This design comes from an exercise in tuning for small area on the open sky130 flow, not from production work. Function was checked by simulation only, so behaviour that the tests miss may differ from the original. No activity file was given, so power comes from the tool's default toggle rates.

==> design/flow/design.v <==
module hex_full(h, s);
    input [3:0] h;
    output [6:0] s;
    assign s[0] = (~h[3] & ~h[2] & ~h[1] & h[0]) | (~h[3] & h[2] & ~h[1] & ~h[0]) | (h[3] & ~h[2] & h[1] & h[0]) | (h[3] & h[2] & ~h[1] & h[0]);
    assign s[1] = (~h[3] & h[2] & ~h[1] & h[0]) | (h[3] & h[2] & ~h[0]) | (h[3] & h[1] & h[0]) | (h[2] & h[1] & ~h[0]);
    assign s[2] = (~h[3] & ~h[2] & h[1] & ~h[0]) | (h[3] & h[2] & h[1]) | (h[3] & h[2] & ~h[0]);
    assign s[3] = (~h[3] & h[2] & ~h[1] & ~h[0]) | (h[3] & ~h[2] & h[1] & ~h[0]) | (~h[2] & ~h[1] & h[0]) | (h[2] & h[1] & h[0]);
    assign s[4] = (~h[3] & h[2] & ~h[1]) | (~h[3] & h[0]) | (~h[2] & ~h[1] & h[0]);
    assign s[5] = (~h[3] & ~h[2] & h[1]) | (~h[3] & ~h[2] & h[0]) | (~h[3] & h[1] & h[0]) | (h[3] & h[2] & ~h[1] & h[0]);
    assign s[6] = (~h[3] & ~h[2] & ~h[1]) | (~h[3] & h[2] & h[1] & h[0]) | (h[3] & h[2] & ~h[1] & ~h[0]);
endmodule
module hex_dec(h, s);
    input [3:0] h;
    output [6:0] s;
    assign s[0] = (~h[3] & ~h[2] & ~h[1] & h[0]) | (h[2] & ~h[1] & ~h[0]);
    assign s[1] = (h[2] & ~h[1] & h[0]) | (h[2] & h[1] & ~h[0]);
    assign s[2] = (~h[2] & h[1] & ~h[0]);
    assign s[3] = (~h[2] & ~h[1] & h[0]) | (h[2] & ~h[1] & ~h[0]) | (h[2] & h[1] & h[0]);
    assign s[4] = (h[2] & ~h[1]) | (h[0]);
    assign s[5] = (~h[3] & ~h[2] & h[0]) | (~h[2] & h[1]) | (h[1] & h[0]);
    assign s[6] = (~h[3] & ~h[2] & ~h[1]) | (h[2] & h[1] & h[0]);
endmodule
module hex_tens(h, s);
    input [2:0] h;
    output [6:0] s;
    assign s[0] = (h[2]) | (~h[1] & h[0]);
    assign s[1] = 1'b0;
    assign s[2] = (h[1] & ~h[0]);
    assign s[3] = (h[2]) | (~h[1] & h[0]);
    assign s[4] = (h[2]) | (h[0]);
    assign s[5] = (h[1]) | (h[0]);
    assign s[6] = (~h[2] & ~h[1]);
endmodule
module Panorama(SW, KEY, CLOCK_50, LEDR, HEX0, HEX1, HEX2, HEX3, HEX4, HEX5, HEX6, HEX7, LEDG);
    input [17:0] SW;
    input [3:0] KEY;
    input CLOCK_50;
    output [17:0] LEDR;
    output [6:0] HEX0, HEX1, HEX2, HEX3, HEX4, HEX5, HEX6, HEX7;
    output [7:0] LEDG;
    wire clk = CLOCK_50;
    wire resetn = KEY[0];
    wire next = ~KEY[1];
    wire go = ~KEY[3];
    wire hint = SW[17];
    localparam S_WAIT_DEC = 4'd0, S_LD3 = 4'd1, S_LD2 = 4'd2, S_LD1 = 4'd3,
               S_LD0 = 4'd4, S_LDW = 4'd5, S_BWW = 4'd6, S_WB = 4'd7,
               S_WBC = 4'd8, S_WBCW = 4'd9, S_GO = 4'd10, S_GOW = 4'd11,
               S_GOWW = 4'd12, S_RW = 4'd13;
    localparam F_OFF = 2'd0, F_ON = 2'd1, F_CHECK = 2'd2;
    reg [3:0] st;
    reg [1:0] fst;
    reg [3:0] d3, d2, d1, d0;
    reg [2:0] tt;
    reg [3:0] to;
    reg [8:0] rr;
    reg [2:0] ftn;
    reg [9:0] uc;
    reg ft;
    reg timeranout;
    reg result;
    reg [4:0] sct;
    reg [3:0] sco;
    wire chk = (st == S_WB) || (st == S_WBC) || (st == S_WBCW);
    wire chk2 = (st == S_WBC);
    wire over = (st == S_GO);
    wire overwait = (st == S_GOW) || (st == S_GOWW);
    wire reset_digits = (st == S_RW);
    wire [10:0] p3;
    assign p3[0] = (d3[0]);
    assign p3[1] = (d3[1]);
    assign p3[2] = (~d3[2] & d3[0]) | (d3[2] & ~d3[0]);
    assign p3[3] = (~d3[3] & ~d3[2] & ~d3[1] & d3[0]) | (d3[3] & ~d3[0]) | (d3[2] & d3[1]) | (d3[1] & ~d3[0]);
    assign p3[4] = (~d3[3] & ~d3[2] & d3[0]) | (~d3[2] & d3[1]) | (d3[2] & ~d3[1]);
    assign p3[5] = (d3[3]) | (d3[2]) | (d3[1]) | (d3[0]);
    assign p3[6] = (d3[3]) | (d3[2]) | (d3[1]) | (d3[0]);
    assign p3[7] = (d3[3] & ~d3[0]) | (d3[2] & ~d3[0]) | (d3[1] & ~d3[0]);
    assign p3[8] = (d3[3] & ~d3[0]) | (d3[2] & ~d3[1] & ~d3[0]) | (d3[1] & d3[0]);
    assign p3[9] = (d3[3] & ~d3[0]) | (d3[2] & d3[1]) | (d3[2] & d3[0]);
    assign p3[10] = (d3[3] & d3[0]);
    wire [7:0] p2;
    assign p2[0] = (d2[0]);
    assign p2[1] = (d2[1]);
    assign p2[2] = (d2[2]);
    assign p2[3] = (~d2[3] & d2[0]) | (d2[3] & ~d2[0]);
    assign p2[4] = (~d2[3] & ~d2[1] & d2[0]) | (d2[1] & ~d2[0]);
    assign p2[5] = (d2[3] & d2[0]) | (~d2[2] & d2[1] & ~d2[0]) | (d2[2] & ~d2[1]) | (d2[2] & d2[0]);
    assign p2[6] = (d2[3]) | (~d2[2] & d2[1] & d2[0]) | (d2[2] & ~d2[1]);
    assign p2[7] = (d2[3]) | (d2[2] & d2[1]);
    wire [5:0] p1;
    assign p1[0] = (d1[0]);
    assign p1[1] = (d1[1]);
    assign p1[2] = (~d1[2] & d1[0]) | (d1[2] & ~d1[0]);
    assign p1[3] = (d1[3]) | (~d1[2] & d1[1]) | (d1[2] & ~d1[1] & d1[0]) | (d1[1] & ~d1[0]);
    assign p1[4] = (d1[2] & ~d1[1]) | (d1[2] & ~d1[0]);
    assign p1[5] = (d1[3]) | (d1[2] & d1[1] & d1[0]);
    wire [13:0] answer = {p3, 3'b000} + {p2, 2'b00} + {p1, 1'b0} + d0;
    wire [13:0] diff = answer ^ SW[13:0];
    wire correct = (diff == 14'd0) && ~timeranout;
    wire endtime = (tt == 3'd0) && (to == 4'd0) && (rr == 9'd0);
    wire gameover = endtime || (correct && chk2);
    wire sub = chk2 && ~correct;
    wire [3:0] bin;
    assign bin[0] = SW[1] | SW[3] | SW[5] | SW[7] | SW[9];
    assign bin[1] = SW[2] | SW[3] | SW[6] | SW[7];
    assign bin[2] = SW[4] | SW[5] | SW[6] | SW[7];
    assign bin[3] = SW[8] | SW[9];
    reg any_sw, many_sw;
    integer i;
    always @(*) begin
        any_sw = 1'b0;
        many_sw = 1'b0;
        for (i = 0; i < 10; i = i + 1) begin
            many_sw = many_sw | (any_sw & SW[i]);
            any_sw = any_sw | SW[i];
        end
    end
    wire bin_ok = any_sw & ~many_sw;
    reg [3:0] st_n;
    always @(*) begin
        case (st)
            S_WAIT_DEC: st_n = next ? S_LD3 : (go ? S_BWW : S_WAIT_DEC);
            S_LD3: st_n = S_LD2;
            S_LD2: st_n = S_LD1;
            S_LD1: st_n = S_LD0;
            S_LD0: st_n = S_LDW;
            S_LDW: st_n = next ? S_LDW : S_WAIT_DEC;
            S_BWW: st_n = go ? S_BWW : S_WB;
            S_WB: st_n = gameover ? S_GO : (go ? S_WBC : S_WB);
            S_WBC: st_n = gameover ? S_GO : S_WBCW;
            S_WBCW: st_n = gameover ? S_GO : (go ? S_WBCW : S_WB);
            S_GO: st_n = S_GOW;
            S_GOW: st_n = go ? S_GOW : S_GOWW;
            S_GOWW: st_n = go ? S_RW : S_GOW;
            S_RW: st_n = go ? S_RW : S_WAIT_DEC;
            default: st_n = S_WAIT_DEC;
        endcase
    end
    always @(posedge clk)
        st <= resetn ? st_n : S_WAIT_DEC;
    always @(posedge clk) begin
        if (!resetn || reset_digits) begin
            d3 <= 4'd0;
            d2 <= 4'd0;
            d1 <= 4'd0;
            d0 <= 4'd0;
        end else if (bin_ok) begin
            if (st == S_LD3) d3 <= d2;
            if (st == S_LD2) d2 <= d1;
            if (st == S_LD1) d1 <= d0;
            if (st == S_LD0) d0 <= bin;
        end
    end
    always @(posedge clk) begin
        if (!chk || endtime) begin
            tt <= 3'd4;
            to <= 4'd0;
            rr <= 9'd0;
        end else if (rr == 9'd0) begin
            rr <= 9'd499;
            if (to == 4'd0) begin
                to <= 4'd9;
                tt <= tt - 3'd1;
            end else
                to <= to - 4'd1;
        end else
            rr <= rr - 9'd1;
        if (sub) begin
            if (tt == 3'd0 && to[3:1] == 3'd0) begin
                tt <= 3'd0;
                to <= 4'd0;
                rr <= 9'd0;
            end else if (to[3:1] == 3'd0) begin
                rr <= rr;
                to <= to + 4'd8;
                tt <= tt - 3'd1;
            end else begin
                rr <= rr;
                to <= to - 4'd2;
            end
        end
    end
    always @(posedge clk) begin
        if (endtime)
            timeranout <= 1'b1;
        else if (!resetn || reset_digits)
            timeranout <= 1'b0;
    end
    always @(posedge clk) begin
        if (!resetn) begin
            result <= 1'b0;
            sct <= 5'd0;
            sco <= 4'd0;
        end else if (over) begin
            result <= correct;
            if (!correct || (sct == 5'd25 && sco == 4'd5)) begin
                sct <= 5'd0;
                sco <= 4'd0;
            end else if (sco == 4'd9) begin
                sco <= 4'd0;
                sct <= sct + 5'd1;
            end else
                sco <= sco + 4'd1;
        end
    end
    wire f_dur = (uc == 10'd99);
    reg [9:0] uc_last;
    always @(*) begin
        case (ftn[1:0])
            2'd0: uc_last = 10'd123;
            2'd1: uc_last = 10'd248;
            2'd2: uc_last = 10'd498;
            default: uc_last = 10'd998;
        endcase
    end
    wire en = chk && !ftn[2];
    wire [2:0] ftn_n = !resetn ? 3'd3 : ((fst == F_CHECK) ? tt : ftn);
    wire fchg = (ftn_n != ftn);
    always @(posedge clk) begin
        ftn <= ftn_n;
        ft <= en && (uc == uc_last);
        if (!en || fchg || ft)
            uc <= 10'd0;
        else
            uc <= uc + 10'd1;
    end
    always @(posedge clk) begin
        if (!resetn)
            fst <= F_OFF;
        else case (fst)
            F_OFF: fst <= ft ? F_ON : F_OFF;
            F_ON: fst <= f_dur ? F_CHECK : F_ON;
            default: fst <= F_OFF;
        endcase
    end
    wire lose = ~result && overwait;
    wire flash = (fst == F_ON) && chk;
    assign LEDG = {8{result && overwait}};
    assign LEDR[13:0] = {14{lose}} | ({14{hint && chk}} & diff) | {14{~hint && flash}};
    assign LEDR[17:14] = {4{lose || flash}};
    hex_dec H0(.h(d0), .s(HEX0));
    hex_dec H1(.h(d1), .s(HEX1));
    hex_dec H2(.h(d2), .s(HEX2));
    hex_dec H3(.h(d3), .s(HEX3));
    hex_dec H4(.h(to), .s(HEX4));
    hex_tens H5(.h(tt), .s(HEX5));
    hex_dec H6(.h(sco), .s(HEX6));
    hex_full H7(.h(sct[3:0]), .s(HEX7));
endmodule
==> design/flow/flow/run.sh <==
#!/bin/bash
# Standard ORFS layout, but the port buffers are the smallest buffer cell instead of the one
# buffer_ports picks by default; the output of the whole run goes to flow.log.
set -euo pipefail
export BUFFER_PORTS_ARGS="-buffer_cell sky130_fd_sc_hd__buf_1"
bash standard.sh finish > flow.log 2>&1
==> design/flow/standard.sh <==
#!/bin/bash
# synth_recipe.tcl (not shown) runs the flow's synth.tcl, then flattens the netlist and writes it again
# the make line also repeats each setting of config.mk as NAME=value (left out here)
make -C /OpenROAD-flow-scripts/flow DESIGN_CONFIG=/design/flow/config.mk WORK_HOME=/design/flow/orfs CLKGATE_MAP_FILE= SYNTH_SCRIPT=/design/flow/synth_recipe.tcl "${@:-finish}"
==> design/flow/config.mk <==
export PLATFORM = sky130hd
export DESIGN_NAME = Panorama
export DESIGN_NICKNAME = Panorama
export VERILOG_FILES = /design/flow/design.v
export SDC_FILE = /design/flow/constraint.sdc
export NUM_CORES = 4
export LEC_CHECK = 0
export CAP_MARGIN = 20
export CORE_MARGIN = 2
export CORE_UTILIZATION = 40
export SLEW_MARGIN = 20
==> design/flow/constraint.sdc <==
create_clock -name core_clock -period 25.0 [get_ports {CLOCK_50}]
set_input_delay 5.0000 -clock core_clock [delete_from_list [all_inputs] [get_ports {CLOCK_50}]]
set_output_delay 5.0000 -clock core_clock [all_outputs]
set_load 0.01 [all_outputs]
==> metrics.cfg, run 1 <==
[outcome]
status = timing/DRC/antenna clean

[die]
num_rows = 42
initial_utilization_pct = 41.3
die_area_mm2 = 0.0147
fp.coreArea_mm2 = 0.0133
die_w_um = 121
io-pin-count = 105
die_h_um = 121

[critical_path]
path_common_cell = buf_1
critPathRequiredTime_ns = 20.00
cp_slowest_cell = or3_1
cp-start-kind = input port
cp-end-kind = primary output
crit_arrival_ns = 6.18
cp_max_fo = 4
crit_chain = buf_1 -> xnor2_1 -> or3_1 -> and2_1 -> o21ai_0 -> buf_1
critical_path.max_stage_delay_ns = 0.34
critical_path_class = in -> out

[cts]
htreeDepth = 3
tritoncts = done
clk_path_buf_depth = 2
clk_pin_slew_ns = 0.05
cts_setup_buffers = 0
clock_latency_ns = 0.33
cts_sinks = 63
cts_resized = 0
cts_buffers = 9
root_buffer = clkbuf_16
ctsHoldBuffers = 0

[sta]
setup_tns_ns = 0
fmax_mhz = 89.4
hold_ws_ns = 0.449
final.min_clock_period_ns = 11.18
skew_ns = 0.00738
worst-slew-pin-transition_ns = 1.04
finalSetupViolations = 0
slew_headroom_pct = 30.3
timing.final.crit_share_pct = 44.7
rsz0062_at_grt = false
drv_slew = 0
fin_ws_ns = 13.82
hold_viol = 0

[grt]
grt_overflow_total = 0
grt_start_max_net_pins = 20
track_usage_pct = 18.4
grt_pass1_wl_mm = 22.2
antenna_found_initial = 0
grt_pass1_vias = 4689

[drt]
drt_iter0_drc = 327
routedWlPerCell_um = 14.0
top_layer_used = met4
routed-wl-met2_mm = 6.39
num_vias = 5188
wl_met1_mm = 6.26
drc = 0
wl_met3_um = 616
dr.pass1.iters = 5
post_drt_via_cell_ratio = 5.42
final_antenna_net_count = 0
wl_mm = 13.4

[cells_and_area]
final_cell_mix = buf_1, nor2_1, nand2_1, dfxtp_1, o21ai_0
fin_nets = 841
synthToLayoutAreaGrowth_pct = 10.8
num_antenna_cells = 0
nFillCells = 1398
mostFrequentLayoutCell = buf_1
drive_gt1_share_pct = 4.10
final_cells = 957

[worst_hold_path]
hp-class = reg -> reg

[synth]
ys_top_cells_by_area = dfxtp_1, ha_1, edfxtp_1
synth_cell_types = 68
syn-num-nets = 788
synth_top_area_share_pct = 18.1
syn_inst = 723
ys_ff_latch = 63
syn-mean-instance-area_um2 = 7.63
synth_area_mm2 = 0.00552
async_flop_share_pct = 0
synth_top_area_cell = dfxtp_1
synth_edf_count = 13
synth_top_flop_cell = dfxtp_1
synth_warnings = 1
seq_area_frac_synth_pct = 25.2

[placed_design]
gp_congestion = 0.887
port_buffers = 99
dp.cells = 941
detailed_place_hpwl_mm = 10.2
post-place-ws_ns = 13.83

[power_and_ir_drop]
peakVddDrop_v = 0.0000409
internal_power_w = 0.000231
p_leak_nw = 2.60
p_per_area_mw_per_mm2 = 56.2
sw_frac_of_total_pct = 32.7
comb_power_share_pct = 24.8
seq_power_share_pct = 36.8
switching_power_w = 0.000112
clkPwrFrac_pct = 38.4

[run]
cap_violations = 0

sequential cells by signal, summed over array words and instances (netlist names), 2 cells and up:
name  flops
d0        4
d1        4
d2        4
d3        4
fst       2
ftn       3
rr        9
sco       4
sct       5
st        4
to        4
tt        3
uc       10
metal layers:
| layer | track usage (%) | up-vias |
|---|---|---|
| met5 | 0 | - |
| met4 | 5.39 | 0 |
| met3 | 3.20 | 11 |
| met2 | 30.6 | 106 |
| met1 | 24.5 | 2454 |
| li1 | - | 2617 |
worst max-delay path, delay by kind of cell:
kind	cells	cell delay, ns
xor+xnor	1	0.13
buf+inv	2	0.39
compound gates	1	0.16
simple gates	2	0.51
power by group through the flow:
stage	Clock (W)	Sequential, W	Combinational, W
detailed placement	0	0.000128	0.0000835
global route	0.000139	0.000129	0.0000952
global placement	0	0.000127	0.0000817
finish	0.000132	0.000126	0.0000851
CTS	0.000135	0.000126	0.0000844
floorplan	0	0.000118	0.0000736
final timing paths:
kind | cells past startpoint | startpoint | endpoint | slack, ns
worst max-delay path | 6 | SW[9] | LEDR[9] | 13.82
worst min-delay path | 2 | timeranout$_SDFFE_PP1P_ | timeranout$_SDFFE_PP1P_ | 0.45
worst max register to register | 15 | d3[0]$_SDFFE_PP0P_ | to[1]$_DFFE_PP_ | 19.80
worst min register to register | 2 | timeranout$_SDFFE_PP1P_ | timeranout$_SDFFE_PP1P_ | 0.45
kinds of logic after synthesis:
kind of cell    share of synthesized area, %
other cells                           0.0680
flops                                   25.2
simple gates                            25.1
xor+xnor                                7.58
fa+ha+maj                               10.9
compound gates                          18.6
buf+inv                                 8.60
mux                                     3.99
cell usage after synthesis, types with 4 or more instances:
cell type / count
nor2_1: 96
nand2_1: 59
dfxtp_1: 50
o21ai_0: 46
a21oi_1: 42
inv_1: 40
ha_1: 35
clkbuf_1: 32
nand3_1: 28
xnor2_1: 24
mux2i_1: 22
xor2_1: 21
nand2b_1: 20
buf_4: 17
nor3_1: 15
edfxtp_1: 13
a21o_1: 12
and2_1: 10
o22ai_1: 10
or3_1: 9
or4_1: 8
fa_1: 7
o31ai_1: 7
and3_1: 6
nand4_1: 6
or2_2: 6
nor4_1: 5
a21boi_0: 4
a31oi_1: 4
buf_6: 4
o21bai_1: 4
o32ai_1: 4
final cells by class:
class                   instances  area (um2)  area share [%]
clock buffers                  12         268            4.38
clock inverters                 4        51.3           0.839
inverters                      40         150            2.46
multi-input cells             562        3650            59.7
flip-flops and latches         63        1390            22.8
well taps                     176         220            3.60
repair buffers                100         379            6.20
through the flow:
stage                     power (W)  utilization [%]  area [um2]
after floorplan            0.000192                -        5520
after global placement     0.000209             43.4        5790
after detailed placement   0.000212             43.4        5790
after CTS                  0.000345             45.8        6110
after global routing       0.000363             45.8        6110
final                      0.000343             45.8        6110
==> run 2: changes to the inputs <==
--- a/design/flow/config.mk
+++ b/design/flow/config.mk
@@ -9,3 +9,4 @@
 export CORE_MARGIN = 2
 export CORE_UTILIZATION = 40
+export CTS_BUF_LIST = sky130_fd_sc_hd__clkbuf_2 sky130_fd_sc_hd__clkbuf_4
 export SLEW_MARGIN = 20
==> run 2 against run 1 <==
  * Power down 15%
  * Routed wire length is 0.33% lower
  * Sequential cell count stayed put
  * Area after synthesis unchanged
  * Non-clock buffer count did not move
  * Highest routed layer unchanged
==> metrics.cfg, run 2 <==
[cts]
tritoncts = done
cts_setup_buffers = 0
cts_sinks = 63
cts_buffers = 9
htreeDepth = 3
clk_path_buf_depth = 2
root_buffer = clkbuf_4
ctsHoldBuffers = 0
clock_latency_ns = 0.42
clk_pin_slew_ns = 0.10
cts_resized = 0

[placed_design]
gp_congestion = 0.887
post-place-ws_ns = 13.83
detailed_place_hpwl_mm = 10.2
placed_cell_area_mm2 = 0.00579
port_buffers = 99

[critical_path]
r2r_start = d3[0]$_SDFFE_PP0P_
cp-end-kind = primary output
cp_max_fo = 4
cp-start-kind = input port
critPathRequiredTime_ns = 20.00
crit_arrival_ns = 6.19
r2r_cells = 15
r2r_end = to[1]$_DFFE_PP_
critical_path_class = in -> out
rrSetupSlack_ns = 19.79

[cells_and_area]
nFillCells = 1415
reg.largest.list = uc: 10 flops, rr: 9 flops, sct: 5 flops
largest_reg_flops = 10
drive_gt1_share_pct = 4.10
fin_nets = 841
largest-register = uc
final_cell_area_mm2 = 0.00595
mostFrequentLayoutCell = buf_1
synthToLayoutAreaGrowth_pct = 7.94
final_cell_mix = buf_1, nor2_1, nand2_1, dfxtp_1, o21ai_0

[die]
fp.coreArea_mm2 = 0.0133
initial_utilization_pct = 41.3
num_rows = 42
die_h_um = 121
io-pin-count = 105
die_w_um = 121
die_area_mm2 = 0.0147

[power_and_ir_drop]
comb_power_share_pct = 29.1
peakVddDrop_v = 0.0000218
sw_frac_of_total_pct = 36.1
clkPwrFrac_pct = 27.7
p_leak_nw = 2.53
power_w = 0.000292
switching_power_w = 0.000105
p_per_area_mw_per_mm2 = 49.0
seq_power_share_pct = 43.3
internal_power_w = 0.000186

[worst_hold_path]
min_path_cells = 2
holdPathEnd = timeranout$_SDFFE_PP1P_
hp-class = reg -> reg
hp-start = timeranout$_SDFFE_PP1P_

[sta]
final.min_clock_period_ns = 11.19
hold_ws_ns = 0.456
fmax_mhz = 89.4
hold_viol = 0
skew_ns = 0.0187
slew_headroom_pct = 30.3
fin_ws_ns = 13.81
drv_slew = 0
setup_tns_ns = 0
finalSetupViolations = 0
worst-slew-pin-transition_ns = 1.04
rsz0062_at_grt = false
timing.final.crit_share_pct = 44.8

[grt]
grt_overflow_total = 0
grt_pass1_vias = 4672
grt_pass1_wl_mm = 22.1
grt_start_max_net_pins = 20
antenna_found_initial = 1
track_usage_pct = 18.3

[drt]
dr.pass1.iters = 5
drc = 0
final_antenna_net_count = 0
drt_iter0_drc = 342
routedWlPerCell_um = 14.0
wl_mm = 13.4
post_drt_via_cell_ratio = 5.45
num_vias = 5223

[synth]
synthMuxAreaShare_pct = 3.99
syn_inst = 723
syn-num-nets = 788
synth_warnings = 1
async_flop_share_pct = 0
synth_area_mm2 = 0.00552
synth_top_area_share_pct = 18.1
synth_edf_count = 13
synthSimpleGateAreaFrac_pct = 25.1
yosys-top-cells-count = nor2_1, nand2_1, dfxtp_1
ys_ff_latch = 63
synth_compound_area_share_pct = 18.6
synth_fa_ha_area_share_pct = 10.9
synth_top_area_cell = dfxtp_1
synth_top_flop_cell = dfxtp_1
synth_most_common_cell = nor2_1
seq_area_frac_synth_pct = 25.2
ys_top_cells_by_area = dfxtp_1, ha_1, edfxtp_1
synth_cell_types = 68
synth_top_family_by_area = simple AND/OR/NAND/NOR gates
syn-mean-instance-area_um2 = 7.63
synth_xor_area_share_pct = 7.58

[run]
cap_violations = 0

[outcome]
status = timing/DRC/antenna clean

## run 2: changes by cell type in the layout (fill, tap and decap cells not counted)
cell / previous run / this run
clkbuf_16: 10 / 0
clkbuf_4: 0 / 10
bufinv_16: 1 / 2
clkbuf_1: 1 / 0
clkbuf_8: 1 / 0
clkinv_1: 0 / 1
diode_2: 0 / 1
## run 2: worst max path at each step
stage | start | cells after the start | end | slack [ns]
4_1_cts | SW[9] | 6 | LEDR[9] | 13.83
2_1_floorplan | SW[9] | 4 | LEDR[9] | 14.14
6_report | SW[9] | 6 | LEDR[9] | 13.81
3_5_place_dp | SW[9] | 6 | LEDR[9] | 13.83
5_1_grt | SW[9] | 6 | LEDR[9] | 13.72
3_3_place_gp | SW[9] | 6 | LEDR[9] | 13.85
## run 2: logic make-up (layout without fill, tap and decap cells)
family	count (synthesis)	after routing
other	1	2
AND/OR/NAND/NOR	285	285
buffers and inverters	98	156
flip-flops	63	63
AO/OA/AOI/OAI	164	164
adder cells (fa/ha/maj)	44	44
XOR/XNOR	46	46
multiplexers	22	22
## run 2: layer usage
metal  global-route usage (%)  wire length (um)  up-vias
li1                         -                 -     2621
met1                     24.5              6270     2470
met2                     30.2              6330      118
met3                     3.34               605       14
met4                     5.32               165        0
met5                        0                 0        -
## run 2: critical path, cell delays in order
cell and delay (ns):
buf_1 0.22, xnor2_1 0.13, or3_1 0.34, and2_1 0.17, o21ai_0 0.16, buf_1 0.18
## run 2: cell type report
cell class | count | area [um2] | share of cell area [%]
well taps | 176 | 220 | 3.70
multi-input cells | 562 | 3650 | 61.3
diodes | 1 | 2.50 | 0.0420
inverters | 40 | 150 | 2.52
clock inverters | 6 | 85.1 | 1.43
repair buffers | 100 | 379 | 6.37
flip-flops and latches | 63 | 1390 | 23.4
clock buffers | 10 | 75.1 | 1.26
## run 2: per-stage QoR
stage | instances | utilization (%)
after floorplan | 723 | -
after global placement | 941 | 43.4
after detailed placement | 941 | 43.4
after CTS | 957 | 44.6
after global routing | 958 | 44.6
final | 958 | 44.6
## run 2: power groups by stage
stage	Sequential (W)	Clock, W	Combinational [W]
finish	0.000126	0.0000807	0.0000848
global route	0.000128	0.0000872	0.0000951
CTS	0.000126	0.0000834	0.0000842
detailed placement	0.000128	0	0.0000835
global placement	0.000127	0	0.0000817
floorplan	0.000118	0	0.0000736
==> run 3: changes to the inputs <==
==> design/flow/run.sh (new file) <==
#!/bin/bash
# synth_recipe.tcl (not shown) runs the flow's synth.tcl, then flattens the netlist and writes it again
# the make line also repeats each setting of config.mk as NAME=value (left out here)
make -C /OpenROAD-flow-scripts/flow DESIGN_CONFIG=/design/flow/config.mk WORK_HOME=/design/flow/orfs CLKGATE_MAP_FILE= SYNTH_SCRIPT=/design/flow/synth_recipe.tcl finish
--- a/design/flow/config.mk
+++ b/design/flow/config.mk
@@ -9,4 +9,3 @@
 export CORE_MARGIN = 2
 export CORE_UTILIZATION = 40
-export CTS_BUF_LIST = sky130_fd_sc_hd__clkbuf_2 sky130_fd_sc_hd__clkbuf_4
 export SLEW_MARGIN = 20
removed: design/flow/flow/run.sh
removed: design/flow/standard.sh
==> run 3 against run 2 <==
  * Routed wire length is 1.4% higher
  * Combinational power is 7.8% higher
  * Area after synthesis stayed put
  * Sequential power hardly changed
  * Synthesized cell count stayed put
  * Final cell count is 0.31% lower
  * Final area is 13% higher
  * First-iteration DRC count is 7.6% higher
  * Maximum frequency is 6.2% lower
  * Largest cell class unchanged
  * Highest routed layer unchanged
==> metrics.cfg, run 3 <==
[outcome]
status = timing/DRC/antenna clean

[grt]
grt_pass1_wl_mm = 22.4
antenna_found_initial = 0
grt_start_max_net_pins = 20
grt_overflow_total = 0
track_usage_pct = 18.7
grt_pass1_vias = 4719

[placed_design]
port_buffers = 99
gp_congestion = 0.850
detailed_place_hpwl_mm = 10.4

[cts]
cts_setup_buffers = 0
cts_buffers = 9
cts_resized = 0
clk_path_buf_depth = 2
ctsHoldBuffers = 0
clock_latency_ns = 0.33
clk_pin_slew_ns = 0.05
htreeDepth = 3
tritoncts = done
cts_sinks = 63
root_buffer = clkbuf_16

[synth]
seq_area_frac_synth_pct = 25.2
synth_cell_types = 68
synth_area_mm2 = 0.00552
synth_top_flop_cell = dfxtp_1
synth_top_area_share_pct = 18.1
syn-num-nets = 788
synth_top_area_cell = dfxtp_1
synth_edf_count = 13
synth_most_common_cell = nor2_1
synth_warnings = 1
syn-mean-instance-area_um2 = 7.63
syn_inst = 723
ys_ff_latch = 63
ys_top_cells_by_area = dfxtp_1, ha_1, edfxtp_1
async_flop_share_pct = 0
yosys-top-cells-count = nor2_1, nand2_1, dfxtp_1

[cells_and_area]
final_cell_mix = clkdlybuf4s50_1, nor2_1, nand2_1, dfxtp_1, o21ai_0
multi_input_area_mm2 = 0.00366
seq_area_mm2 = 0.00139
drive_gt1_share_pct = 3.98
synthToLayoutAreaGrowth_pct = 21.5
fin_nets = 840
mostFrequentLayoutCell = clkdlybuf4s50_1
num_antenna_cells = 0
largest-register = uc
final_core_util_pct = 50.2
largest_reg_flops = 10
reg.largest.list = uc: 10 flops, rr: 9 flops, sct: 5 flops
nFillCells = 1304

[die]
fp.coreArea_mm2 = 0.0133
die_w_um = 121
die_area_mm2 = 0.0147
num_rows = 42
io-pin-count = 105
die_h_um = 121
initial_utilization_pct = 41.3

[critical_path]
critPathRequiredTime_ns = 20.00
cp_max_fo = 4
critical_path_class = in -> out
cp-start-kind = input port
crit_arrival_ns = 6.93
cp-end-kind = primary output

[sta]
final.min_clock_period_ns = 11.93
hold_ws_ns = 0.449
setup_tns_ns = 0
finalSetupViolations = 0
rsz0062_at_grt = false
slew_headroom_pct = 49.2
timing.final.crit_share_pct = 47.7
worst-slew-pin-transition_ns = 0.759
fmax_mhz = 83.8
skew_ns = 0.00760
drv_slew = 0
hold_viol = 0

[power_and_ir_drop]
peakVddDrop_v = 0.0000269
p_per_area_mw_per_mm2 = 50.9
p_leak_nw = 2.82

[worst_hold_path]
hp-class = reg -> reg

[drt]
wl_mm = 13.6
dr.pass1.iters = 5
post_drt_via_cell_ratio = 5.39
drc = 0
num_vias = 5144
drt_iter0_drc = 368
final_antenna_net_count = 0
routedWlPerCell_um = 14.2

[run]
cap_violations = 0

-- run 3: cell counts after synthesis --
No cell type changed its count.
-- run 3: path summary, 6_finish.rpt --
path	endpoint	slack, ns	startpoint	cells after the start
max	LEDR[9]	13.07	SW[9]	6
min	timeranout$_SDFFE_PP1P_	0.45	timeranout$_SDFFE_PP1P_	2
max reg2reg	to[1]$_DFFE_PP_	19.77	d3[0]$_SDFFE_PP0P_	15
min reg2reg	timeranout$_SDFFE_PP1P_	0.45	timeranout$_SDFFE_PP1P_	2
-- run 3: report_power, final --
part           internal (W)  total (W)  switching [W]
Sequential         0.000111   0.000127      0.0000151
Clock             0.0000793   0.000123      0.0000442
Combinational     0.0000418  0.0000914      0.0000495
Total              0.000233   0.000341       0.000109
-- run 3: cells by family after synthesis --
| family | share of synthesized area, % |
|---|---|
| AO/OA/AOI/OAI | 18.6 |
| flip-flops | 25.2 |
| XOR/XNOR | 7.58 |
| multiplexers | 3.99 |
| adder cells (fa/ha/maj) | 10.9 |
| AND/OR/NAND/NOR | 25.1 |
| buffers and inverters | 8.60 |
| other | 0.0680 |
-- run 3: cell type report --
type	instances	share of cell area, %
clock buffer	12	3.68
clock inverter	3	0.672
tap	176	3.28
sequential	63	20.8
timing repair buffer	99	14.8
inverter	40	2.24
multi-input combinational	562	54.6
-- run 3: metrics by stage --
step	instance area, um2	setup WS (ns)	instances	total power [W]
2_1_floorplan	5520	14.14	723	0.000192
3_3_place_gp	6400	13.08	940	0.000217
3_5_place_dp	6410	13.09	940	0.000220
4_1_cts	6700	13.08	955	0.000344
5_1_grt	6700	12.96	955	0.000361
6_report	6700	13.07	955	0.000341
-- run 3: worst max-delay path: stages --
cell	delay (ns)
clkdlybuf4s50_1	0.53
xnor2_1	0.18
or3_1	0.32
and2_1	0.16
o21ai_0	0.16
clkdlybuf4s50_1	0.57
-- run 3: routing by layer --
layer | track usage [%] | vias to the layer above | share of wire (%)
met5 | 0 | - | 0
met1 | 24.6 | 2419 | 48
met2 | 31.1 | 97 | 46
li1 | - | 2610 | -
met4 | 5.03 | 0 | 1.5
met3 | 3.99 | 18 | 4.3
==> run 4: changes to the inputs <==
--- a/design/flow/design.v
+++ b/design/flow/design.v
@@ -95,5 +95,55 @@
     assign p1[4] = (d1[2] & ~d1[1]) | (d1[2] & ~d1[0]);
     assign p1[5] = (d1[3]) | (d1[2] & d1[1] & d1[0]);
-    wire [13:0] answer = {p3, 3'b000} + {p2, 2'b00} + {p1, 1'b0} + d0;
+    wire ax1 = d0[2] ^ p1[1] ^ p2[0];
+    wire ax2 = (d0[2] & p1[1]) | (d0[2] & p2[0]) | (p1[1] & p2[0]);
+    wire ax3 = d0[3] ^ p1[2] ^ p2[1];
+    wire ax4 = (d0[3] & p1[2]) | (d0[3] & p2[1]) | (p1[2] & p2[1]);
+    wire ax5 = p1[3] ^ p2[2] ^ p3[1];
+    wire ax6 = (p1[3] & p2[2]) | (p1[3] & p3[1]) | (p2[2] & p3[1]);
+    wire ax7 = p1[4] ^ p2[3] ^ p3[2];
+    wire ax8 = (p1[4] & p2[3]) | (p1[4] & p3[2]) | (p2[3] & p3[2]);
+    wire ax9 = p1[5] ^ p2[4] ^ p3[3];
+    wire ax10 = (p1[5] & p2[4]) | (p1[5] & p3[3]) | (p2[4] & p3[3]);
+    wire ax11 = ax2 ^ ax3 ^ p3[0];
+    wire ax12 = (ax2 & ax3) | (ax2 & p3[0]) | (ax3 & p3[0]);
+    wire ax13 = ax10 ^ p2[5] ^ p3[4];
+    wire ax14 = (ax10 & p2[5]) | (ax10 & p3[4]) | (p2[5] & p3[4]);
+    wire ax15 = ax12 ^ ax4 ^ ax5;
+    wire ax16 = (ax12 & ax4) | (ax12 & ax5) | (ax4 & ax5);
+    wire ax17 = ax14 ^ p2[6] ^ p3[5];
+    wire ax18 = (ax14 & p2[6]) | (ax14 & p3[5]) | (p2[6] & p3[5]);
+    wire ax19 = ax16 ^ ax6 ^ ax7;
+    wire ax20 = (ax16 & ax6) | (ax16 & ax7) | (ax6 & ax7);
+    wire ax21 = ax18 ^ p2[7] ^ p3[6];
+    wire ax22 = (ax18 & p2[7]) | (ax18 & p3[6]) | (p2[7] & p3[6]);
+    wire ax23 = ax20 ^ ax8 ^ ax9;
+    wire ax24 = (ax20 & ax8) | (ax20 & ax9) | (ax8 & ax9);
+    wire ax25 = d0[1] ^ p1[0];
+    wire ax26 = d0[1] & p1[0];
+    wire ax27 = ax1 ^ ax26;
+    wire ax28 = ax1 & ax26;
+    wire ax29 = ax11 ^ ax28;
+    wire ax30 = ax11 & ax28;
+    wire ax31 = ax15 ^ ax30;
+    wire ax32 = ax15 & ax30;
+    wire ax33 = ax19 ^ ax32;
+    wire ax34 = ax19 & ax32;
+    wire ax35 = ax23 ^ ax34;
+    wire ax36 = ax23 & ax34;
+    wire ax37 = ax24 ^ ax13 ^ ax36;
+    wire ax38 = (ax24 & ax13) | (ax24 & ax36) | (ax13 & ax36);
+    wire ax39 = ax17 ^ ax38;
+    wire ax40 = ax17 & ax38;
+    wire ax41 = ax21 ^ ax40;
+    wire ax42 = ax21 & ax40;
+    wire ax43 = ax22 ^ p3[7] ^ ax42;
+    wire ax44 = (ax22 & p3[7]) | (ax22 & ax42) | (p3[7] & ax42);
+    wire ax45 = p3[8] ^ ax44;
+    wire ax46 = p3[8] & ax44;
+    wire ax47 = p3[9] ^ ax46;
+    wire ax48 = p3[9] & ax46;
+    wire ax49 = p3[10] ^ ax48;
+    wire ax50 = p3[10] & ax48;
+    wire [13:0] answer = {ax49, ax47, ax45, ax43, ax41, ax39, ax37, ax35, ax33, ax31, ax29, ax27, ax25, d0[0]};
     wire [13:0] diff = answer ^ SW[13:0];
     wire correct = (diff == 14'd0) && ~timeranout;
@@ -152,4 +202,6 @@
         end
     end
+    localparam [8:0] RR_499 = 9'd388;
+    wire [8:0] rr_step = {rr[7:0], ~(rr[8] ^ rr[4])};
     always @(posedge clk) begin
         if (!chk || endtime) begin
@@ -158,5 +210,5 @@
             rr <= 9'd0;
         end else if (rr == 9'd0) begin
-            rr <= 9'd499;
+            rr <= RR_499;
             if (to == 4'd0) begin
                 to <= 4'd9;
@@ -165,5 +217,5 @@
                 to <= to - 4'd1;
         end else
-            rr <= rr - 9'd1;
+            rr <= rr_step;
         if (sub) begin
             if (tt == 3'd0 && to[3:1] == 3'd0) begin
@@ -204,12 +256,14 @@
         end
     end
-    wire f_dur = (uc == 10'd99);
+    localparam [9:0] UC_99 = 10'd761, UC_123 = 10'd687, UC_248 = 10'd343,
+                     UC_498 = 10'd598, UC_998 = 10'd345;
+    wire f_dur = (uc == UC_99);
     reg [9:0] uc_last;
     always @(*) begin
         case (ftn[1:0])
-            2'd0: uc_last = 10'd123;
-            2'd1: uc_last = 10'd248;
-            2'd2: uc_last = 10'd498;
-            default: uc_last = 10'd998;
+            2'd0: uc_last = UC_123;
+            2'd1: uc_last = UC_248;
+            2'd2: uc_last = UC_498;
+            default: uc_last = UC_998;
         endcase
     end
@@ -217,4 +271,5 @@
     wire [2:0] ftn_n = !resetn ? 3'd3 : ((fst == F_CHECK) ? tt : ftn);
     wire fchg = (ftn_n != ftn);
+    wire [9:0] uc_step = {uc[8:0], ~(uc[9] ^ uc[6])};
     always @(posedge clk) begin
         ftn <= ftn_n;
@@ -223,5 +278,5 @@
             uc <= 10'd0;
         else
-            uc <= uc + 10'd1;
+            uc <= uc_step;
     end
     always @(posedge clk) begin
==> design/flow/flow/run.sh (new file) <==
#!/bin/bash
# Standard ORFS layout, but the port buffers are the smallest buffer cell instead of the one
# buffer_ports picks by default; the output of the whole run goes to flow.log.
set -euo pipefail
export BUFFER_PORTS_ARGS="-buffer_cell sky130_fd_sc_hd__buf_1"
bash standard.sh finish > flow.log 2>&1
==> design/flow/standard.sh (new file) <==
#!/bin/bash
# synth_recipe.tcl (not shown) runs the flow's synth.tcl, then flattens the netlist and writes it again
# the make line also repeats each setting of config.mk as NAME=value (left out here)
make -C /OpenROAD-flow-scripts/flow DESIGN_CONFIG=/design/flow/config.mk WORK_HOME=/design/flow/orfs CLKGATE_MAP_FILE= SYNTH_SCRIPT=/design/flow/synth_recipe.tcl "${@:-finish}"
--- a/design/flow/config.mk
+++ b/design/flow/config.mk
@@ -8,4 +8,5 @@
 export CAP_MARGIN = 20
 export CORE_MARGIN = 2
-export CORE_UTILIZATION = 40
+export CORE_UTILIZATION = 80
+export CTS_BUF_LIST = sky130_fd_sc_hd__clkbuf_2 sky130_fd_sc_hd__clkbuf_4 sky130_fd_sc_hd__clkbuf_8
 export SLEW_MARGIN = 20
removed: design/flow/run.sh
==> run 4 against run 3 <==
  * Still clean on timing, DRC and antenna
  * Clock-buffer cell count down 1
  * Sequential share of layout area grew 4.4 points
  * Sequential cell count did not move
  * Synthesized cell count shrank 9.5%
  * Routed wire length fell by 1.1%
  * Combinational power down 38%
  * First-iteration DRC count is 58% higher
  * Final cell count is 17% lower
==> metrics.cfg, run 4 <==
[cts]
clock_latency_ns = 0.36
cts_setup_buffers = 0
cts_resized = 0
clk_path_buf_depth = 2
ctsHoldBuffers = 0
cts_sinks = 63
root_buffer = clkbuf_8
tritoncts = done
clk_pin_slew_ns = 0.07
htreeDepth = 3
cts_buffers = 9

[sta]
rsz0062_at_grt = false
final.min_clock_period_ns = 11.34
worst-slew-pin-transition_ns = 0.725
timing.final.crit_share_pct = 45.4
hold_viol = 0
fmax_mhz = 88.2
slew_headroom_pct = 51.2
setup_tns_ns = 0
drv_slew = 0
finalSetupViolations = 0
skew_ns = 0.0150

[die]
die_area_mm2 = 0.00707
io-pin-count = 105
fp.coreArea_mm2 = 0.00628
initial_utilization_pct = 81.7
die_h_um = 84.1
num_rows = 29
die_w_um = 84.1

[synth]
ys_ff_latch = 63
synth_cell_types = 66
syn_inst = 654
syn-num-nets = 719
async_flop_share_pct = 0
ys_top_cells_by_area = dfxtp_1, edfxtp_1, ha_1
yosys-top-cells-count = nor2_1, nand2_1, dfxtp_1
synth_top_area_share_pct = 19.5
syn-mean-instance-area_um2 = 7.84
seq_area_frac_synth_pct = 27.1
synth_edf_count = 13
synth_top_flop_cell = dfxtp_1
synth_area_mm2 = 0.00513
synth_most_common_cell = nor2_1
synth_top_area_cell = dfxtp_1
synth_warnings = 1

[cells_and_area]
synthToLayoutAreaGrowth_pct = 7.95
final_core_util_pct = 88.2
reg.largest.list = uc: 10 flops, rr: 9 flops, sct: 5 flops
final_cell_area_mm2 = 0.00554
fin_nets = 777
final_cells = 793
mostFrequentLayoutCell = buf_1
num_antenna_cells = 0
final_cell_mix = buf_1, nor2_1, nand2_1, dfxtp_1, inv_1
largest-register = uc
drive_gt1_share_pct = 3.91
largest_reg_flops = 10

[critical_path]
cp-start-kind = register
rrSetupSlack_ns = 17.65
critical_path_class = reg -> out
cp-end-kind = primary output
cp_max_fo = 12
critPathRequiredTime_ns = 20.00
crit_arrival_ns = 6.34

[power_and_ir_drop]
p_leak_nw = 2.20
peakVddDrop_v = 0.0000438
p_per_area_mw_per_mm2 = 48.4
power_w = 0.000268

[placed_design]
detailed_place_hpwl_mm = 9.60
dp.cells = 777
gp_congestion = 0.906
port_buffers = 99
placed_cell_area_mm2 = 0.00534

[grt]
track_usage_pct = 38.5
grt_start_max_net_pins = 25
grt_pass1_wl_mm = 22.2
grt_pass1_vias = 4710
antenna_found_initial = 0
grt_overflow_total = 0

[drt]
wl_mm = 13.4
num_vias = 5114
final_antenna_net_count = 0
dr.pass1.iters = 5
drc = 0
routedWlPerCell_um = 16.9
post_drt_via_cell_ratio = 6.45
drt_iter0_drc = 581

[outcome]
status = timing/DRC/antenna clean

[worst_hold_path]
hp-class = reg -> reg

[run]
cap_violations = 0

==> run 4: changes by cell type in the layout (fill, tap and decap cells not counted), sizes merged, moves of 8 or more <==
cell / delta
clkdlybuf4s50: -99
buf: +99
nor2: -29
nand3: -8
a21oi: -13
==> run 4: where the power goes <==
group / total (W) / switching, W / internal (W)
Clock: 0.0000880 / 0.0000406 / 0.0000474
Combinational: 0.0000568 / 0.0000342 / 0.0000226
Sequential: 0.000123 / 0.0000150 / 0.000108
==> run 4: cells by family (layout without fill, tap and decap cells) <==
logic type,count (synthesis),in the layout,synth area share [%]
xor gates and xnor gates,34,34,5.81
other,1,1,0.0731
DFF,63,63,27.1
adders and majority gates,44,44,12.7
buffers and inverters,99,161,8.39
AOI/OAI and AO/OA,146,146,18.2
muxes,19,19,3.71
and+or+nand+nor,248,248,24.0
==> run 4: cell type report <==
type / instances / area [um2]
multi-input combinational: 492 / 3310
sequential: 63 / 1390
fill: 347 / 741
timing repair buffer: 100 / 377
inverter: 46 / 173
clock buffer: 11 / 139
tap: 77 / 96.3
clock inverter: 4 / 47.5
==> run 4: critical path, cell delays in order (launching register included) <==
cell,delay (ns)
dfxtp_1,0.59
inv_1,0.14
ha_1,0.35
fa_1,0.50
inv_1,0.12
fa_1,0.21
inv_1,0.07
fa_1,0.44
fa_1,0.47
fa_1,0.50
inv_1,0.09
ha_1,0.15
inv_1,0.05
fa_1,0.36
inv_1,0.07
ha_1,0.16
ha_1,0.14
inv_1,0.05
fa_1,0.34
inv_1,0.08
ha_1,0.15
ha_1,0.16
xor2_1,0.17
xnor2_1,0.18
inv_1,0.08
o21ai_0,0.17
buf_1,0.17
==> run 4: metal layers <==
metal | part of all wire [%] | up-vias | track usage, %
li1 | - | 2374 | -
met1 | 39 | 2333 | 48.2
met2 | 49 | 337 | 63.1
met3 | 8.4 | 70 | 9.00
met4 | 3.9 | 0 | 17.4
met5 | 0 | - | 0
==> run 4: per-stage QoR <==
step | setup WS, ns | hold WS, ns
floorplan | 14.32 | 0.438
global placement | 14.01 | 0.447
detailed placement | 13.93 | 0.453
CTS | 13.69 | 0.463
global route | 13.32 | 0.483
finish | 13.66 | 0.465
==> run 4: final timing paths <==
check | end | cells past startpoint | from
worst min register to register | ftn[2]$_DFF_P_ | 2 | ftn[2]$_DFF_P_
worst min-delay path | ftn[2]$_DFF_P_ | 2 | ftn[2]$_DFF_P_
worst max register to register | to[2]$_DFFE_PP_ | 27 | d1[0]$_SDFFE_PP0P_
worst max-delay path | LEDR[13] | 26 | d1[0]$_SDFFE_PP0P_
==> run 5: changes to the inputs <==
--- a/design/flow/config.mk
+++ b/design/flow/config.mk
@@ -8,5 +8,5 @@
 export CAP_MARGIN = 20
 export CORE_MARGIN = 2
-export CORE_UTILIZATION = 80
+export CORE_UTILIZATION = 60
 export CTS_BUF_LIST = sky130_fd_sc_hd__clkbuf_2 sky130_fd_sc_hd__clkbuf_4 sky130_fd_sc_hd__clkbuf_8
 export SLEW_MARGIN = 20
==> run 5 against run 4 <==
  * Power decreased by 1.8%
  * Critical path depth unchanged
  * Synthesized cell count unchanged
  * Sequential share of layout area decreased by 0.15 points
  * Combinational power decreased by 1%
  * Sequential cell count unchanged
  * Via count decreased by 7.2%
  * Global-route usage decreased by 12 points
  * Non-clock buffer count decreased by 1
  * Critical path type unchanged
==> metrics.cfg, run 5 <==
[outcome]
status = timing/DRC/antenna clean

[grt]
grt_pass1_wl_mm = 19.3
grt_start_max_net_pins = 25
grt_pass1_vias = 4131
track_usage_pct = 26.3
antenna_found_initial = 0
grt_overflow_total = 0

[die]
io-pin-count = 105
num_rows = 33
die_area_mm2 = 0.00930
die_h_um = 96.5
initial_utilization_pct = 62.1
fp.coreArea_mm2 = 0.00826
die_w_um = 96.5

[critical_path]
critPathRequiredTime_ns = 20.00
cp_num_cells = 26
cp_top_family = adder cells
cp-end-kind = primary output
crit_arrival_ns = 6.21
cp_max_fo = 12
cp-start-kind = register
path_common_cell = inv_1
critical_path.max_stage_delay_ns = 0.59
cp_slowest_cell = dfxtp_1
critical_path_class = reg -> out
r2r_cells = 27
path_buf_inv = 10

[drt]
post_drt_via_cell_ratio = 5.78
num_vias = 4748
final_antenna_net_count = 0
drc = 0
routedWlPerCell_um = 14.7
wl_mm = 12.1
drt_iter0_drc = 276
dr.pass1.iters = 6

[sta]
worst-slew-pin-transition_ns = 0.760
timing.final.crit_share_pct = 44.8
slew_headroom_pct = 48.6
final.min_clock_period_ns = 11.21
rsz0062_at_grt = false
skew_ns = 0.0125
setup_tns_ns = 0
drv_slew = 0
fin_ws_ns = 13.79
hold_viol = 0
fmax_mhz = 89.2
finalSetupViolations = 0

[power_and_ir_drop]
seq_power_share_pct = 46.5
comb_power_share_pct = 21.3
power_w = 0.000263
switching_power_w = 0.0000943
p_per_area_mw_per_mm2 = 47.2
peakVddDrop_v = 0.0000299
clkPwrFrac_pct = 32.2
internal_power_w = 0.000169
p_leak_nw = 2.19
sw_frac_of_total_pct = 35.9

[placed_design]
post-place-ws_ns = 13.99
gp_congestion = 0.832
detailed_place_hpwl_mm = 9.27
port_buffers = 99

[cts]
clk_pin_slew_ns = 0.08
htreeDepth = 3
clock_latency_ns = 0.35
tritoncts = done
clk_path_buf_depth = 2
ctsHoldBuffers = 0
root_buffer = clkbuf_8
cts_sinks = 63
cts_buffers = 9
cts_setup_buffers = 0
cts_resized = 0

[worst_hold_path]
hp-class = reg -> reg
min_path_cells = 2

[synth]
ys_ff_latch = 63
syn_inst = 654
syn-mean-instance-area_um2 = 7.84
synth_area_mm2 = 0.00513
seq_area_frac_synth_pct = 27.1
synth_most_common_cell = nor2_1
synth_warnings = 1
ys_top_cells_by_area = dfxtp_1, edfxtp_1, ha_1
async_flop_share_pct = 0
synth_top_area_share_pct = 19.5
syn-num-nets = 719
synth_top_flop_cell = dfxtp_1
synth_top_area_cell = dfxtp_1
synth_edf_count = 13
synth_cell_types = 66
yosys-top-cells-count = nor2_1, nand2_1, dfxtp_1

[cells_and_area]
reg.largest.list = uc: 10 flops, rr: 9 flops, sct: 5 flops
synthToLayoutAreaGrowth_pct = 8.61
final_cell_mix = buf_1, nor2_1, nand2_1, dfxtp_1, inv_1
largest_reg_flops = 10
drive_gt1_share_pct = 4.05
num_antenna_cells = 0
largest-register = uc
mostFrequentLayoutCell = buf_1
fin_nets = 776

[run]
cap_violations = 0

[run 5: cell counts after synthesis]
No cell type changed its count.
[run 5: final cells by class]
| class | instances | area (um2) |
|---|---|---|
| clock buffer | 9 | 124 |
| clock inverter | 7 | 60.1 |
| tap | 105 | 131 |
| fill | 758 | 2690 |
| multi-input combinational | 492 | 3320 |
| sequential | 63 | 1390 |
| timing repair buffer | 99 | 372 |
| inverter | 46 | 173 |
[run 5: worst paths after layout]
check,end,slack [ns],startpoint
worst min register to register,ftn[2]$_DFF_P_,0.47,ftn[2]$_DFF_P_
worst min-delay path,ftn[2]$_DFF_P_,0.47,ftn[2]$_DFF_P_
worst max-delay path,LEDR[13],13.79,d1[0]$_SDFFE_PP0P_
worst max register to register,to[2]$_DFFE_PP_,17.82,d1[0]$_SDFFE_PP0P_
[run 5: cells by family after synthesis]
family,Yosys count,synth area share [%]
adders and majority gates,44,12.7
xor gates and xnor gates,34,5.81
buffers and inverters,99,8.39
and+or+nand+nor,248,24.0
AOI/OAI and AO/OA,146,18.2
DFF,63,27.1
other,1,0.0731
muxes,19,3.71
[run 5: through the flow]
stage               cells  util (%)  hold WS [ns]  cell area [um2]
global placement      805      65.1         0.448             5370
CTS                   821      67.3         0.478             5560
detailed placement    805      65.1         0.464             5370
floorplan             654         -         0.438             5130
global route          821      67.5         0.503             5570
finish                821      67.5         0.470             5570
[run 5: tightest hold or removal path: cells and delay by family, from the launching register on]
family          cells  cell delay, ns
simple gates        1            0.04
flops               1            0.32
compound gates      1            0.07
[run 5: power groups by stage]
stage | registers (W) | logic [W] | clock network [W]
2_1_floorplan | 0.000113 | 0.0000516 | 0
3_3_place_gp | 0.000124 | 0.0000533 | 0
3_5_place_dp | 0.000124 | 0.0000546 | 0
4_1_cts | 0.000122 | 0.0000552 | 0.0000859
5_1_grt | 0.000125 | 0.0000623 | 0.0000904
6_report | 0.000122 | 0.0000560 | 0.0000846
[run 5: metal layers]
layer	global-route usage (%)	routed length, um	share of wire (%)
met5	0	0	0
met4	10.4	351	2.9
met3	5.20	653	5.4
met2	42.3	5530	46
met1	34.8	5520	46
==> run 6: changes to the inputs <==
--- a/design/flow/design.v
+++ b/design/flow/design.v
@@ -95,48 +95,48 @@
     assign p1[4] = (d1[2] & ~d1[1]) | (d1[2] & ~d1[0]);
     assign p1[5] = (d1[3]) | (d1[2] & d1[1] & d1[0]);
-    wire ax1 = d0[2] ^ p1[1] ^ p2[0];
-    wire ax2 = (d0[2] & p1[1]) | (d0[2] & p2[0]) | (p1[1] & p2[0]);
-    wire ax3 = d0[3] ^ p1[2] ^ p2[1];
-    wire ax4 = (d0[3] & p1[2]) | (d0[3] & p2[1]) | (p1[2] & p2[1]);
-    wire ax5 = p1[3] ^ p2[2] ^ p3[1];
-    wire ax6 = (p1[3] & p2[2]) | (p1[3] & p3[1]) | (p2[2] & p3[1]);
-    wire ax7 = p1[4] ^ p2[3] ^ p3[2];
-    wire ax8 = (p1[4] & p2[3]) | (p1[4] & p3[2]) | (p2[3] & p3[2]);
-    wire ax9 = p1[5] ^ p2[4] ^ p3[3];
-    wire ax10 = (p1[5] & p2[4]) | (p1[5] & p3[3]) | (p2[4] & p3[3]);
-    wire ax11 = ax2 ^ ax3 ^ p3[0];
-    wire ax12 = (ax2 & ax3) | (ax2 & p3[0]) | (ax3 & p3[0]);
-    wire ax13 = ax10 ^ p2[5] ^ p3[4];
-    wire ax14 = (ax10 & p2[5]) | (ax10 & p3[4]) | (p2[5] & p3[4]);
-    wire ax15 = ax12 ^ ax4 ^ ax5;
-    wire ax16 = (ax12 & ax4) | (ax12 & ax5) | (ax4 & ax5);
-    wire ax17 = ax14 ^ p2[6] ^ p3[5];
-    wire ax18 = (ax14 & p2[6]) | (ax14 & p3[5]) | (p2[6] & p3[5]);
-    wire ax19 = ax16 ^ ax6 ^ ax7;
-    wire ax20 = (ax16 & ax6) | (ax16 & ax7) | (ax6 & ax7);
-    wire ax21 = ax18 ^ p2[7] ^ p3[6];
-    wire ax22 = (ax18 & p2[7]) | (ax18 & p3[6]) | (p2[7] & p3[6]);
-    wire ax23 = ax20 ^ ax8 ^ ax9;
-    wire ax24 = (ax20 & ax8) | (ax20 & ax9) | (ax8 & ax9);
+    wire ax1 = d0[3] ^ p1[2];
+    wire ax2 = d0[3] & p1[2];
+    wire ax3 = p1[3] ^ p2[2];
+    wire ax4 = p1[3] & p2[2];
+    wire ax5 = p1[4] ^ p2[3];
+    wire ax6 = p1[4] & p2[3];
+    wire ax7 = p1[5] ^ p2[4];
+    wire ax8 = p1[5] & p2[4];
+    wire ax9 = d0[2] ^ p1[1];
+    wire ax10 = d0[2] & p1[1];
+    wire ax11 = ax1 ^ p2[1] ^ p3[0];
+    wire ax12 = (ax1 & p2[1]) | (ax1 & p3[0]) | (p2[1] & p3[0]);
+    wire ax13 = ax2 ^ ax3 ^ p3[1];
+    wire ax14 = (ax2 & ax3) | (ax2 & p3[1]) | (ax3 & p3[1]);
+    wire ax15 = ax4 ^ ax5 ^ p3[2];
+    wire ax16 = (ax4 & ax5) | (ax4 & p3[2]) | (ax5 & p3[2]);
+    wire ax17 = ax6 ^ ax7 ^ p3[3];
+    wire ax18 = (ax6 & ax7) | (ax6 & p3[3]) | (ax7 & p3[3]);
+    wire ax19 = ax8 ^ p2[5] ^ p3[4];
+    wire ax20 = (ax8 & p2[5]) | (ax8 & p3[4]) | (p2[5] & p3[4]);
+    wire ax21 = p2[6] ^ p3[5];
+    wire ax22 = p2[6] & p3[5];
+    wire ax23 = p2[7] ^ p3[6];
+    wire ax24 = p2[7] & p3[6];
     wire ax25 = d0[1] ^ p1[0];
     wire ax26 = d0[1] & p1[0];
-    wire ax27 = ax1 ^ ax26;
-    wire ax28 = ax1 & ax26;
-    wire ax29 = ax11 ^ ax28;
-    wire ax30 = ax11 & ax28;
-    wire ax31 = ax15 ^ ax30;
-    wire ax32 = ax15 & ax30;
-    wire ax33 = ax19 ^ ax32;
-    wire ax34 = ax19 & ax32;
-    wire ax35 = ax23 ^ ax34;
-    wire ax36 = ax23 & ax34;
-    wire ax37 = ax24 ^ ax13 ^ ax36;
-    wire ax38 = (ax24 & ax13) | (ax24 & ax36) | (ax13 & ax36);
-    wire ax39 = ax17 ^ ax38;
-    wire ax40 = ax17 & ax38;
-    wire ax41 = ax21 ^ ax40;
-    wire ax42 = ax21 & ax40;
-    wire ax43 = ax22 ^ p3[7] ^ ax42;
-    wire ax44 = (ax22 & p3[7]) | (ax22 & ax42) | (p3[7] & ax42);
+    wire ax27 = ax9 ^ p2[0] ^ ax26;
+    wire ax28 = (ax9 & p2[0]) | (ax9 & ax26) | (p2[0] & ax26);
+    wire ax29 = ax10 ^ ax11 ^ ax28;
+    wire ax30 = (ax10 & ax11) | (ax10 & ax28) | (ax11 & ax28);
+    wire ax31 = ax12 ^ ax13 ^ ax30;
+    wire ax32 = (ax12 & ax13) | (ax12 & ax30) | (ax13 & ax30);
+    wire ax33 = ax14 ^ ax15 ^ ax32;
+    wire ax34 = (ax14 & ax15) | (ax14 & ax32) | (ax15 & ax32);
+    wire ax35 = ax16 ^ ax17 ^ ax34;
+    wire ax36 = (ax16 & ax17) | (ax16 & ax34) | (ax17 & ax34);
+    wire ax37 = ax18 ^ ax19 ^ ax36;
+    wire ax38 = (ax18 & ax19) | (ax18 & ax36) | (ax19 & ax36);
+    wire ax39 = ax20 ^ ax21 ^ ax38;
+    wire ax40 = (ax20 & ax21) | (ax20 & ax38) | (ax21 & ax38);
+    wire ax41 = ax22 ^ ax23 ^ ax40;
+    wire ax42 = (ax22 & ax23) | (ax22 & ax40) | (ax23 & ax40);
+    wire ax43 = ax24 ^ p3[7] ^ ax42;
+    wire ax44 = (ax24 & p3[7]) | (ax24 & ax42) | (p3[7] & ax42);
     wire ax45 = p3[8] ^ ax44;
     wire ax46 = p3[8] & ax44;
@@ -144,5 +144,4 @@
     wire ax48 = p3[9] & ax46;
     wire ax49 = p3[10] ^ ax48;
-    wire ax50 = p3[10] & ax48;
     wire [13:0] answer = {ax49, ax47, ax45, ax43, ax41, ax39, ax37, ax35, ax33, ax31, ax29, ax27, ax25, d0[0]};
     wire [13:0] diff = answer ^ SW[13:0];
==> design/flow/flow/run.sh (replaced) <==
#!/bin/bash
# The standard ORFS layout (standard.sh) with two changes:
#  - synthesis maps the logic with an area-oriented ABC script (flow/synth.tcl, flow/area.abc);
#  - port buffers are the smallest buffer cell instead of the one buffer_ports picks by default.
# The output of the whole run goes to flow.log (ORFS keeps each step's log under orfs/logs).
set -euo pipefail
export FLOW_WORK="$PWD"
export FLOW_ABC_SCRIPT="$PWD/flow/area.abc"
export BUFFER_PORTS_ARGS="-buffer_cell sky130_fd_sc_hd__buf_1"
bash standard.sh SYNTH_SCRIPT="$PWD/flow/synth.tcl" finish > flow.log 2>&1
==> design/flow/flow/area.abc (new file) <==
&get -n
&st
&deepsyn -T 30
&put
dch
amap
==> design/flow/flow/synth.tcl (new file) <==
# The standard synthesis (synth_recipe.tcl, sourced unchanged) with one difference: the
# combinational mapping runs ABC with flow/area.abc (area-oriented) in place of ORFS's speed
# script. Registers are mapped before ABC runs, so they are the standard synthesis's own.
proc abc {args} {
  set i [lsearch -exact $args -script]
  if {$i >= 0} { set args [lreplace $args [expr {$i + 1}] [expr {$i + 1}] $::env(FLOW_ABC_SCRIPT)] }
  yosys abc {*}$args
}
source $::env(FLOW_WORK)/synth_recipe.tcl
==> run 6 against run 5 <==
  * Clock-buffer cell count unchanged
  * Clock skew about the same
  * Sequential power down 6%
  * Final cell count down 0.49%
  * Sequential cell count unchanged
  * Sequential share of layout area up 2.1 points
  * Critical endpoint is now LEDR[1]
  * Core utilization up 3.3 points
  * Highest routed layer unchanged
  * Clock power up 18%
  * Via count down 4.6%
  * Still clean
  * Worst hold slack worse by 0.031 ns
  * Synthesized cell count down 6.0%
==> metrics.cfg, run 6 <==
[cells_and_area]
final_cell_mix = nor2_1, clkinv_1, buf_1, dfxtp_1, o21ai_0
fin_nets = 778
synthToLayoutAreaGrowth_pct = 13.9
final_cell_area_mm2 = 0.00513
drive_gt1_share_pct = 2.09
largest_reg_flops = 10
num_antenna_cells = 0
mostFrequentLayoutCell = nor2_1
largest-register = uc
reg.largest.list = uc: 10 flops, rr: 9 flops, sct: 5 flops

[grt]
grt_overflow_total = 0
grt_start_max_net_pins = 16
grt_pass1_vias = 4249
grt_pass1_wl_mm = 18.4
track_usage_pct = 27.4
antenna_found_initial = 0

[die]
fp.coreArea_mm2 = 0.00725
io-pin-count = 105
num_rows = 31
initial_utilization_pct = 62.2
die_w_um = 90.7
die_h_um = 90.7
die_area_mm2 = 0.00822

[sta]
finalSetupViolations = 0
drv_slew = 0
setup_tns_ns = 0
skew_ns = 0.0121
hold_viol = 0
slew_headroom_pct = 43.0
timing.final.crit_share_pct = 45.6
rsz0062_at_grt = false
worst-slew-pin-transition_ns = 0.846
fmax_mhz = 87.8
final.min_clock_period_ns = 11.39

[cts]
clock_latency_ns = 0.35
clk_path_buf_depth = 2
root_buffer = clkbuf_8
cts_buffers = 9
cts_resized = 0
cts_sinks = 63
htreeDepth = 3
tritoncts = done
clk_pin_slew_ns = 0.07
ctsHoldBuffers = 0
cts_setup_buffers = 0

[synth]
syn_inst = 615
ys_ff_latch = 63
syn-num-nets = 680
synth_most_common_cell = nor2_1
synth_top_area_share_pct = 22.2
synth_top_area_cell = dfxtp_1
syn-mean-instance-area_um2 = 7.33
yosys-top-cells-count = nor2_1, clkinv_1, dfxtp_1
synth_top_flop_cell = dfxtp_1
synth_edf_count = 13
ys_top_cells_by_area = dfxtp_1, nor2_1, clkinv_1
synth_warnings = 1
synth_cell_types = 42
seq_area_frac_synth_pct = 30.9
synth_area_mm2 = 0.00451
async_flop_share_pct = 0

[drt]
routedWlPerCell_um = 13.6
dr.pass1.iters = 4
num_vias = 4529
drt_iter0_drc = 190
drc = 0
wl_mm = 11.1
final_antenna_net_count = 0
post_drt_via_cell_ratio = 5.54

[placed_design]
gp_congestion = 0.916
detailed_place_hpwl_mm = 8.78
port_buffers = 99
placed_cell_area_mm2 = 0.00491

[critical_path]
cp-start-kind = input port
cp-end-kind = primary output
crit_arrival_ns = 6.39
critical_path_class = in -> out
cp_max_fo = 15
critPathRequiredTime_ns = 20.00

[power_and_ir_drop]
p_leak_nw = 1.98
p_per_area_mw_per_mm2 = 53.8
peakVddDrop_v = 0.0000382

[worst_hold_path]
hp-class = reg -> reg

[outcome]
status = timing/DRC/antenna clean

[run]
cap_violations = 0

[run 6: cell count changes in the layout (fill, tap and decap cells not counted), sizes merged, moves of 18 or more]
cell / before / now
mux2i: 19 / 0
nand2: 63 / 27
inv: 50 / 1
xnor2: 18 / 0
nor2: 68 / 149
clkinv: 2 / 107
[run 6: where the power goes]
part	internal (W)	total [W]	switching (W)
clock network	0.0000563	0.0000996	0.0000433
registers	0.000109	0.000115	0.00000625
logic	0.0000205	0.0000615	0.0000409
[run 6: critical path, cell delays in order]
cell and delay (ns):
buf_1 0.09, nand2_1 0.32, nand2b_1 0.56, o21a_1 0.24, buf_1 0.17
[run 6: worst paths after layout]
| path | from | slack, ns | cells after the start | endpoint |
|---|---|---|---|---|
| max | SW[17] | 13.61 | 5 | LEDR[1] |
| min | uc[2]$_SDFF_PP0_ | 0.44 | 2 | uc[3]$_SDFF_PP0_ |
| max reg2reg | d1[1]$_SDFFE_PP0P_ | 17.09 | 31 | tt[2]$_DFF_P_ |
| min reg2reg | uc[2]$_SDFF_PP0_ | 0.44 | 2 | uc[3]$_SDFF_PP0_ |
[run 6: per-stage QoR]
step	setup WS [ns]	util, %	std cells	hold WS [ns]	total power, W
after global routing	13.27	70.8	817	0.473	0.000290
after CTS	13.65	70.8	817	0.445	0.000276
after detailed placement	13.65	67.7	801	0.433	0.000177
final	13.61	70.8	817	0.439	0.000276
after global placement	13.73	67.7	801	0.428	0.000175
after floorplan	14.23	-	615	0.418	0.000161
[run 6: cell type report]
cell class              count  area [um2]
multi-input cells         435        2630
fillers                   606        2120
flip-flops and latches     63        1390
inverters                 105         394
repair buffers             99         372
clock buffers               9         124
well taps                  99         124
clock inverters             7        96.3
[run 6: logic make-up after synthesis]
family | share of synthesized area [%]
DFF | 30.9
buffers and inverters | 10.7
adders and majority gates | 14.0
and+or+nand+nor | 23.8
other | 0.0832
AOI/OAI and AO/OA | 20.5
[run 6: routing by layer]
layer	wire (um)	track usage (%)	part of all wire, %
met1	4990	34.4	45
met2	5160	46.0	47
met3	685	6.18	6.2
met4	233	10.3	2.1
met5	0	0	0

==> static timing again, ports no longer ideal <==
How much do the figures lean on ideal ports? The routed layouts below were timed once more, with nothing changed but the port constraints. Step 1 sets driving cells, clkbuf_16 on the clock port and buf_2 on the other inputs (assumed; they add their load-dependent delay and slew). Step 2 also shifts input and output timing later by t, the mid clock arrival at the registers, as if the neighbouring blocks saw the same clock. Slacks: ideal ports / drivers / drivers and shift; pairs: ideal ports / drivers.
run | t (ns) | setup WS [ns] | worst setup path at the end | latest minus earliest clock arrival (ns) | pins driven straight from the clock port
run 1 | 0.370 | 13.816 / 13.793 / 13.793 | input to output | 0.007 / 0.007 | 1
run 2 | 0.446 | 13.809 / 13.786 / 13.786 | input to output | 0.019 / 0.018 | 1
run 3 | 0.362 | 13.069 / 13.041 / 13.041 | input to output | 0.008 / 0.008 | 1
run 4 | 0.383 | 13.661 / 13.629 / 13.878 | input to output | 0.015 / 0.015 | 1
run 5 | 0.376 | 13.790 / 13.758 / 13.922 | input to output | 0.013 / 0.013 | 1
run 6 | 0.378 | 13.610 / 13.588 / 13.588 | input to output | 0.012 / 0.012 | 1
After both steps every run listed still meets setup and hold. The setup slack of run 3, which loses most, moves by -0.028 ns with the drivers and by -0.028 ns with both steps.
